This design comes from an exercise in tuning for small area and a short achievable clock period on the open sky130 flow, not from production work.
Only simulation tests tie the RTL to the original design; equivalence was not proved.

==> flow/design.v, too long to show whole: its modules and the start of the top module <==
// module mult: 7 lines
// module adder: 11 lines
// module adder22: 7 lines
// module mac1: 32 lines
// module acc_ctrl: 28 lines
// module acc: 26 lines
// module dist_mem_gen_0: 522 lines
// module addrConv: 12 lines
// module dataConv: 12 lines
// module saturationLogic: 17 lines
// module sigmoid: 15 lines
// module act10: 1044 lines
// module mac_acc_sigmoid: 3241 lines
// module fa3: 4 lines
// module ha2n: 4 lines
// module and2m: 3 lines
// module ha2: 4 lines
module mac_acc_sigmoid(
  input clk2,
  input rst2,
  input [127:0] pixelsIn,
  input [127:0] weightsIn,
  input [7:0] b,
  output [7:0] dout);
  // ...
==> flow/run.sh <==
#!/bin/bash
# synth_recipe.tcl (not shown) runs the flow's synth.tcl, then flattens the netlist and writes it again
# the make line also repeats each setting of config.mk as NAME=value (left out here)
make -C /OpenROAD-flow-scripts/flow DESIGN_CONFIG=/design/flow/config.mk WORK_HOME=/design/flow/orfs CLKGATE_MAP_FILE= SYNTH_SCRIPT=/design/flow/synth_recipe.tcl finish
==> flow/config.mk <==
export PLATFORM = sky130hd
export DESIGN_NAME = mac_acc_sigmoid
export DESIGN_NICKNAME = mac_acc_sigmoid
export VERILOG_FILES = /design/flow/design.v
export SDC_FILE = /design/flow/constraint.sdc
export NUM_CORES = 4
export LEC_CHECK = 0
export ABC_AREA = 1
export CAP_MARGIN = 20
export CORE_MARGIN = 2
export CORE_UTILIZATION = 40
export SETUP_SLACK_MARGIN = 4.3
export SLEW_MARGIN = 20
export SYNTH_HIERARCHICAL = 1
==> flow/constraint.sdc <==
create_clock -name core_clock -period 11.5 [get_ports {clk2}]
set_input_delay 2.3000 -clock core_clock [delete_from_list [all_inputs] [get_ports {clk2}]]
set_output_delay 2.3000 -clock core_clock [all_outputs]
set_load 0.01 [all_outputs]
==> reports/qor.txt, run 1 <==
Grt ovf: 0
Status: timing/DRC/antenna clean
Number of antenna violations at the first check in global routing: 19
Met3 Resource Use GR: 9.86%
Number of I/O port buffers: 273
Final TNS setup: 0 ps
Final worst setup slack: 4350 ps
Commonest non-fill, non-tap cell in the layout: nand2_1
FF-to-FF Start: acc0_1$_DFF_P_
Buf/Inv on CP: 2
Reg2reg end: acc2_12$_DFF_P_
Die width: 284 um
Worst Hold Depth: 1
Die Y: 284 um
Highest routed layer: met5
GRT Total Usage: 35.3%
Final HPWL from detailed placement: 123,000 um
Hold Violations, Final: 0
Period utilization: 62.2%
Vias in the first global route: 27,300
Met2 usage: 51.3%
Sequential cells: 69
Synth-to-Final Area Change: 11.1%
Max_slew headroom: 43.4%
Num ports: 274
Multi-input comb cells: 2,664
==> inputs of run 2 (changes only) <==
--- a/flow/config.mk
+++ b/flow/config.mk
@@ -9,6 +9,6 @@
 export CAP_MARGIN = 20
 export CORE_MARGIN = 2
 export CORE_UTILIZATION = 40
-export SETUP_SLACK_MARGIN = 4.3
+export SETUP_SLACK_MARGIN = 4.45
 export SLEW_MARGIN = 20
 export SYNTH_HIERARCHICAL = 1
==> reports/qor.txt, run 2 <==
Status: timing/DRC/antenna clean
WHS: 458 ps
Slowest-stage cell, CP: fa_2
DRT met1 WL: 50,800 um
Crit path time final: 7060 ps
Hold Violations, Final: 0 (unchanged)
Vias in the first global route: 27,500 (+0.87%)
Num ports: 274 (unchanged)
TritonCTS clock tree: built
Post-Syn Area: 31,300 sq um
First-pass GRT wire length: 199,000 um
YS warnings: 8
Layout cells sized above 1: 15.8%
Max-cap violation count: 0
CTS buffer count: 9
Metal2 WL: 62,200 um
Core box area: 77,500 sq um
Via density: 5.68
Routed wire length: 141,000 um
GRT Total Usage: 35.6% (+0.27 points)
Final setup vio count: 0
Clock Skew: 21.3 ps
Longest Clk Path Bufs: 2
Critical Path AT: 7330 ps
Total clock sinks: 69
Max reg flops: 8
Routed wl met3: 17,900 um
Largest fanout on the critical path: 8
FILL cells: 7,695
Hold_buf cts: 0
Max_slew headroom: 40.0% (-3.4 points)
GPL Wtd Cong: 1.01
Register Area: 1380 sq um
Number of antenna violations at the first check in global routing: 9 (-10)
Die width: 284 um (unchanged)
H-Tree Depth: 3
Core Rows: 102
Placed cell count: 4,420
Final TNS setup: 0 ps (unchanged)
Largest net degree at the start of global routing: 37
Root Driver: clkbuf_16
Initial core utilization: 40.4%
Worst EP required: 11,780 ps
Die Y: 284 um (unchanged)
Cell count after synthesis: 3,357
Number of I/O port buffers: 273 (unchanged)
DRC Markers: 0
Period utilization: 61.4% (-0.83 points)
DR iter-0 viols: 3,030
Largest Register: dreg
Grt ovf: 0 (unchanged)
Syn_area_per_cell: 9.33 sq um
Peak Freq: 142 MHz
Leading cell types in the layout, fill and taps excluded: nand2_1 (1,242), fa_1 (930), inv_1 (342), fa_2 (90), buf_4 (84)
DR vias: 25,500
CP most frequent cell: fa_1
CTS clock-pin slew for the worst setup and hold paths: 70 ps
Final nets: 4,758
Top Registers: dreg x8, ph x2
CP peak stage delay: 560 ps
DIE AREA: 80,500 sq um
Slew @ Worst Pin: 898 ps
RSZ-0062 raised after global routing: true
Crit. End Element: flip-flop
Max Slew Vio Count: 0
Multi-input gate area: 28,200 sq um
Final Instance Count excl. Fillers: 4,488
Worst hold path class: flip-flop to flip-flop
Synth-to-Final Area Change: 13.0%
Commonest non-fill, non-tap cell in the layout: nand2_1
Crit Path Class: primary input to flip-flop
Highest routed layer: met5
Final ANT Viol Nets: 0
Crit-path cells: clkdlybuf4s15_2, nand2_1, fa_1, fa_1, fa_1, fa_1, fa_1, fa_2, fa_2, fa_2, fa_2, fa_1
Drt wl/cell: 31.4 um
Final HPWL from detailed placement: 122,000 um (-0.72%)
Pre-antenna DRT Iters: 7
Critical Path Start Type: primary input
Clock latency (worst-skew pair): 400 ps
==> run 2: final timing paths <==
path | slack [ps] | to | startpoint | depth (start not counted)
max | 4440 | acc2_11$_DFF_P_ | weightsIn[16] | 12
min | 460 | ph[0]$_SDFF_PP0_ | ph[0]$_SDFF_PP0_ | 1
max reg2reg | 4780 | acc2_10$_DFF_P_ | acc0_1$_DFF_P_ | 23
min reg2reg | 460 | ph[0]$_SDFF_PP0_ | ph[0]$_SDFF_PP0_ | 1
==> run 2: per-layer routing <==
layer,vias up,global-route usage (%)
met4,2,20.2
met1,13300,45.6
met2,1890,53.7
met5,-,0
li1,9894,-
met3,359,10.9
==> run 2: worst max-delay path: cells and delay by family <==
kind	cells	cell delay, ps
buffers and inverters	1	350
and+or+nand+nor	1	120
adders and majority gates	10	4550
==> run 2: metrics by stage <==
stage / instance area [sq um] / utilization [%] / setup WS (ps)
3_5_place_dp: 34400 / 44.5 / 3230
2_1_floorplan: 31700 / - / 4320
6_report: 35400 / 45.7 / 4440
4_1_cts: 34800 / 44.9 / 4380
5_1_grt: 35400 / 45.7 / 4380
3_3_place_gp: 34400 / 44.5 / 3260
==> run 2: repair_timing <==
action,4_1_cts,5_1_grt
setup endpoints to repair,40,26
cloned,2,2
pin swaps,51,30
buffers inserted,21,19
gates resized for setup,1171,389
==> run 2: cell type report <==
| cell class | instances | share of cell area, % |
|---|---|---|
| diodes | 8 | 0.0566 |
| clock buffers | 10 | 0.647 |
| clock inverters | 6 | 0.269 |
| inverters | 362 | 3.91 |
| multi-input cells | 2665 | 79.7 |
| flip-flops and latches | 69 | 3.90 |
| well taps | 1040 | 3.68 |
| repair buffers | 326 | 7.83 |
| repair inverters | 2 | 0.0424 |
==> inputs of run 3 (changes only) <==
--- a/flow/config.mk
+++ b/flow/config.mk
@@ -12,3 +12,4 @@
 export SETUP_SLACK_MARGIN = 4.45
 export SLEW_MARGIN = 20
 export SYNTH_HIERARCHICAL = 1
+export TNS_END_PERCENT = 10
==> reports/qor.txt, run 3 <==
Status: timing/DRC/antenna clean
DR vias: 25,700 (+0.77%)
Root Driver: clkbuf_16
H-Tree Depth: 3 (unchanged)
Max reg flops: 8 (unchanged)
Crit Path Class: primary input to flip-flop
CP peak stage delay: 620 ps (+60 ps)
Final TNS setup: 0 ps (unchanged)
Leading cell types in the layout, fill and taps excluded: nand2_1 (1,253), fa_1 (965), inv_1 (344), buf_2 (72), dfxtp_1 (68)
CP most frequent cell: fa_1
Largest Register: dreg
DRC Markers: 0 (unchanged)
Max Slew Vio Count: 0 (unchanged)
Clock latency (worst-skew pair): 390 ps (about the same)
Longest Clk Path Bufs: 2 (unchanged)
Number of antenna violations at the first check in global routing: 14 (+5)
Vias in the first global route: 27,100 (-1.7%)
Buf/Inv on CP: 1 (unchanged)
Period utilization: 63.1% (+1.7 points)
TritonCTS clock tree: built
Via density: 5.71 (+0.66%)
Max-cap violation count: 0 (unchanged)
YS warnings: 8 (unchanged)
Crit. End Element: flip-flop
Final setup vio count: 0 (unchanged)
Worst Hold Depth: 1 (unchanged)
CTS buffer count: 9 (unchanged)
Final HPWL from detailed placement: 121,000 um (-0.72%)
Pre-antenna DRT Iters: 8 (+1)
Total clock sinks: 69 (unchanged)
Top Registers: dreg x8, ph x2
Final ANT Viol Nets: 0 (unchanged)
Crit path depth: 11 (-1)
Worst Reg-to-Reg Cells: 19 (-17%)
Worst EP required: 11,760 ps (-20 ps)
First-pass GRT wire length: 197,000 um (-1.4%)
Clock Skew: 21.8 ps (+0.491 ps)
FILL cells: 7,668 (-0.35%)
CTS clock-pin slew for the worst setup and hold paths: 70 ps (about the same)
Final nets: 4,757 (-0.021%)
Placed cell count: 4,420 (unchanged)
Max_slew headroom: 45.4% (+5.4 points)
Initial core utilization: 40.4% (unchanged)
Synth-to-Final Area Change: 11.9%
GPL Wtd Cong: 1.03 (+2.5%)
CP top delay family: adder cells
Commonest non-fill, non-tap cell in the layout: nand2_1
Die width: 284 um (unchanged)
Number of I/O port buffers: 273 (unchanged)
Core Rows: 102 (unchanged)
DIE AREA: 80,500 sq um (unchanged)
Peak Freq: 138 MHz (-2.7%)
Largest net degree at the start of global routing: 37 (unchanged)
Core box area: 77,500 sq um (unchanged)
Worst hold path class: flip-flop to flip-flop
Crit path time final: 7250 ps (+195 ps)
Drt wl/cell: 30.8 um (-1.7%)
Critical Path Start Type: primary input
Syn_area_per_cell: 9.33 sq um (unchanged)
GRT Total Usage: 35.0% (-0.65 points)
Layout cells sized above 1: 12.9% (-2.9 points)
Slew @ Worst Pin: 817 ps (-81.2 ps)
Grt ovf: 0 (unchanged)
Layout Cell Area excl Fill: 35,000 sq um (-1.0%)
Cell count after synthesis: 3,357 (unchanged)
Largest fanout on the critical path: 8 (unchanged)
RSZ-0062 raised after global routing: true
Crit-path cells: clkdlybuf4s15_1, nand2_1, fa_1, fa_1, fa_1, fa_1, fa_2, fa_1, fa_2, fa_1, fa_1
Post-Syn Area: 31,300 sq um (unchanged)
Hold Violations, Final: 0 (unchanged)
Post-DP Area: 34,400 sq um (about the same)
Die Y: 284 um (unchanged)
Critical Path AT: 7510 ps (+180 ps)
Final Instance Count excl. Fillers: 4,493 (+0.11%)
Routed wire length: 138,000 um (-1.6%)
DR iter-0 viols: 3,350 (+11%)
Num ports: 274 (unchanged)
Slowest-stage cell, CP: fa_1
-- run 3: cell type report --
class,instances,area (sq um),area share (%)
Clock inverter,7,63.8,0.182
Timing Repair Buffer,326,2630,7.52
Sequential cell,69,1380,3.95
Clock buffer,9,225,0.643
Tap cell,1040,1300,3.71
Timing Repair inverter,1,7.51,0.0214
Antenna cell,14,35.0,0.100
Inverter,362,1380,3.94
Multi-Input combinational cell,2665,28000,79.9
-- run 3: final timing paths --
kind                           end             start  slack (ps)
hold / removal    ph[0]$_SDFF_PP0_  ph[0]$_SDFF_PP0_         460
setup reg to reg   acc2_12$_DFF_P_    acc0_6$_DFF_P_        4860
setup / recovery   acc2_12$_DFF_P_     pixelsIn[118]        4250
hold reg to reg   ph[0]$_SDFF_PP0_  ph[0]$_SDFF_PP0_         460
-- run 3: repair_timing --
| action | in CTS | in global routing |
|---|---|---|
| hold buffers | 0 | 0 |
| pin swaps | 27 | 43 |
| resized for setup | 921 | 217 |
| endpoints found under the hold margin | 0 | 0 |
| buffers inserted | 19 | 20 |
| setup endpoints to repair | 41 | 29 |
| gates cloned | 1 | 3 |
-- run 3: layer usage --
layer | routed length, um | GRT usage [%] | vias to the layer above | part of all wire, %
met2 | 60700 | 52.1 | 2049 | 44
li1 | - | - | 9895 | -
met4 | 8320 | 17.2 | 0 | 6.0
met5 | 0 | 0 | - | 0
met1 | 52000 | 47.9 | 13400 | 38
met3 | 17500 | 8.61 | 309 | 13
-- run 3: through the flow --
step	setup slack [ps]	hold WS, ps	utilization (%)
3_3_place_gp	3240	434	44.4
3_5_place_dp	3210	443	44.4
2_1_floorplan	4320	415	-
5_1_grt	4220	490	45.2
6_report	4250	456	45.2
4_1_cts	4300	458	44.8
==> inputs of run 4 (changes only) <==
--- a/flow/config.mk
+++ b/flow/config.mk
@@ -9,7 +9,7 @@
 export CAP_MARGIN = 20
 export CORE_MARGIN = 2
 export CORE_UTILIZATION = 40
-export SETUP_SLACK_MARGIN = 4.45
+export PLACE_DENSITY = 0.75
+export SETUP_SLACK_MARGIN = 4.3
 export SLEW_MARGIN = 20
 export SYNTH_HIERARCHICAL = 1
-export TNS_END_PERCENT = 10
==> reports/qor.txt, run 4 <==
Hold_buf cts: 0 (unchanged)
Buf/Inv on CP: 2 (+1)
Clock latency (worst-skew pair): 390 ps (about the same)
CP top delay family: adder cells
Final setup vio count: 0 (unchanged)
Max Slew Vio Count: 0 (unchanged)
Pre-antenna DRT Iters: 5 (-3)
Worst Hold Depth: 1 (unchanged)
Crit. End Element: flip-flop
Slew @ Worst Pin: 1050 ps (+236 ps)
Drt wl/cell: 31.1 um (+1.1%)
Reg2reg end: acc2_11$_DFF_P_
Die width: 284 um (unchanged)
Largest net degree at the start of global routing: 38 (+2.7%)
Critical Path AT: 7460 ps (-50 ps)
Final worst setup slack: 4300 ps (+50.1 ps)
Number of antenna violations at the first check in global routing: 11 (-3)
Critical Path Start Type: primary input
Initial core utilization: 40.4% (unchanged)
DRC Markers: 0 (unchanged)
Leading cell types in the layout, fill and taps excluded: nand2_1 (1,246), fa_1 (922), inv_1 (342), fa_2 (98)
Worst hold path class: flip-flop to flip-flop
Total clock sinks: 69 (unchanged)
Commonest non-fill, non-tap cell in the layout: nand2_1
GPL Wtd Cong: 1.05 (+1.7%)
YS warnings: 8 (unchanged)
CTS clock-pin slew for the worst setup and hold paths: 60 ps (about the same)
Period utilization: 62.6% (-0.44 points)
TritonCTS clock tree: built
Grt ovf: 0 (unchanged)
Status: timing/DRC/antenna clean
Hold Violations, Final: 0 (unchanged)
Via density: 5.78 (+1.2%)
Post-Syn Area: 31,300 sq um (unchanged)
GRT Total Usage: 35.2% (+0.18 points)
Peak Freq: 139 MHz (+0.70%)
Final ANT Viol Nets: 0 (unchanged)
Final TNS setup: 0 ps (unchanged)
Top Registers: dreg x8, ph x2
RSZ-0062 raised after global routing: true
Worst Reg-to-Reg Cells: 20 (+1)
Hold_sp: ph[0]$_SDFF_PP0_
DR iter-0 viols: 3,290 (-1.8%)
Max_slew headroom: 29.7% (-16 points)
DIE AREA: 80,500 sq um (unchanged)
CP peak stage delay: 660 ps (+40 ps)
FF-to-FF Start: acc0_9$_DFF_P_
H-Tree Depth: 3 (unchanged)
End of the worst hold path: ph[0]$_SDFF_PP0_
Largest Register: dreg
Longest Clk Path Bufs: 2 (unchanged)
Final HPWL from detailed placement: 120,000 um (-1.0%)
Place WS: 3250 ps (+31.4 ps)
CTS buffer count: 9 (unchanged)
First-pass GRT wire length: 197,000 um (+0.47%)
Crit Path Class: primary input to flip-flop
Die Y: 284 um (unchanged)
Clock Skew: 17.8 ps (-4.00 ps)
Vias in the first global route: 28,200 (+4.0%)
Max reg flops: 8 (unchanged)
Crit path time final: 7200 ps (-50.1 ps)
Num ports: 274 (unchanged)
Root Driver: clkbuf_16
Worst EP required: 11,760 ps (about the same)
Final nets: 4,743 (-0.29%)
Layout cells sized above 1: 14.2% (+1.4 points)
Max-cap violation count: 0 (unchanged)
Crit-path cells: dlygate4sd2_1, nand2_1, inv_1, fa_1, fa_1, fa_1, fa_2, fa_2, fa_2, fa_1, fa_2, fa_1
Core box area: 77,500 sq um (unchanged)
Slowest-stage cell, CP: fa_1
CP most frequent cell: fa_1
Largest fanout on the critical path: 8 (unchanged)
Syn_area_per_cell: 9.33 sq um (unchanged)
Cell count after synthesis: 3,357 (unchanged)
Core Rows: 102 (unchanged)
R2r setup slk: 5030 ps (+170 ps)
Number of I/O port buffers: 273 (unchanged)
Routed wire length: 139,000 um (+0.64%)
DR vias: 25,900 (+0.78%)
Synth-to-Final Area Change: 12.3%
-- run 4: how the worst max path moves through the flow --
stage	from	to	slack, ps	cells past startpoint
finish	pixelsIn[95]	acc2_11$_DFF_P_	4300	12
global route	acc0_0$_DFF_P_	dout[6]	4250	31
CTS	weightsIn[51]	acc2_11$_DFF_P_	4230	12
detailed placement	weightsIn[35]	acc2_11$_DFF_P_	3250	12
global placement	pixelsIn[85]	acc2_11$_DFF_P_	3270	12
floorplan	pixelsIn[12]	acc2_11$_DFF_P_	4290	12
-- run 4: final cells by class --
type / count / area (sq um)
Antenna cell: 9 / 22.5
Sequential cell: 69 / 1380
Clock buffer: 9 / 225
Fill cell: 7537 / 42300
Inverter: 362 / 1380
Tap cell: 1040 / 1300
Timing Repair inverter: 1 / 7.51
Multi-Input combinational cell: 2664 / 28100
Timing Repair Buffer: 313 / 2720
Clock inverter: 7 / 80.1
-- run 4: repair_timing --
| action | CTS | global route |
|---|---|---|
| gates cloned | 1 | 0 |
| setup buffers | 16 | 12 |
| endpoints found under the setup margin | 37 | 25 |
| hold endpoints to repair | 0 | 0 |
| gates resized for setup | 860 | 540 |
| pin swaps | 41 | 84 |
-- run 4: metal layers --
metal / track usage [%] / wire, um / vias to the layer above
li1: - / - / 9865
met1: 42.5 / 47300 / 13400
met2: 53.9 / 62100 / 2138
met3: 11.0 / 17800 / 495
met4: 24.0 / 12000 / 6
met5: 0 / 46 / -
-- run 4: stage by stage --
step,hold slack (ps),instances,util (%),cell area (sq um)
5_1_grt,486,4473,45.4,35200
3_3_place_gp,433,4420,44.4,34400
4_1_cts,454,4453,45.0,34800
3_5_place_dp,442,4420,44.4,34400
2_1_floorplan,415,3373,-,31600
6_report,449,4474,45.4,35200

==> what the ideal ports hide <==
No port has a modelled driver above. Below, the same layouts with a new extraction and two added sets of constraints.
Step 1 (the two cells are an assumption about what drives the block):
set clk [get_ports {clk2}]
set_driving_cell -lib_cell sky130_fd_sc_hd__clkbuf_16 $clk
set_driving_cell -lib_cell sky130_fd_sc_hd__buf_2 [delete_from_list [all_inputs] $clk]
Step 2 moves the port delays by t, midway between the first and last clock arrival at a register: inputs arrive t later, outputs are due t later. That takes back most of the time a late clock gives input paths.
Slacks: ideal / step 1 / step 2; pairs: ideal / step 1.
run | t (ns) | setup slack, ns | clock arrival spread, ns | slew at the worst register clock pin (ns) | worst slew at a driven data input, ns
run 1 | 0.433 | 4.347 / 4.320 / 3.887 | 0.019 / 0.018 | 0.08 / 0.08 | 0.11
run 2 | 0.451 | 4.442 / 4.442 / 3.992 | 0.021 / 0.021 | 0.08 / 0.08 | 0.09
run 3 | 0.432 | 4.247 / 4.255 / 3.823 | 0.022 / 0.022 | 0.09 / 0.09 | 0.10
run 4 | 0.448 | 4.297 / 4.329 / 3.881 | 0.018 / 0.018 | 0.08 / 0.08 | 0.11
After both steps every run listed still meets setup and hold. For run 1, which loses most, drivers alone change the setup slack by -0.027 ns; drivers and shift together by -0.460 ns.
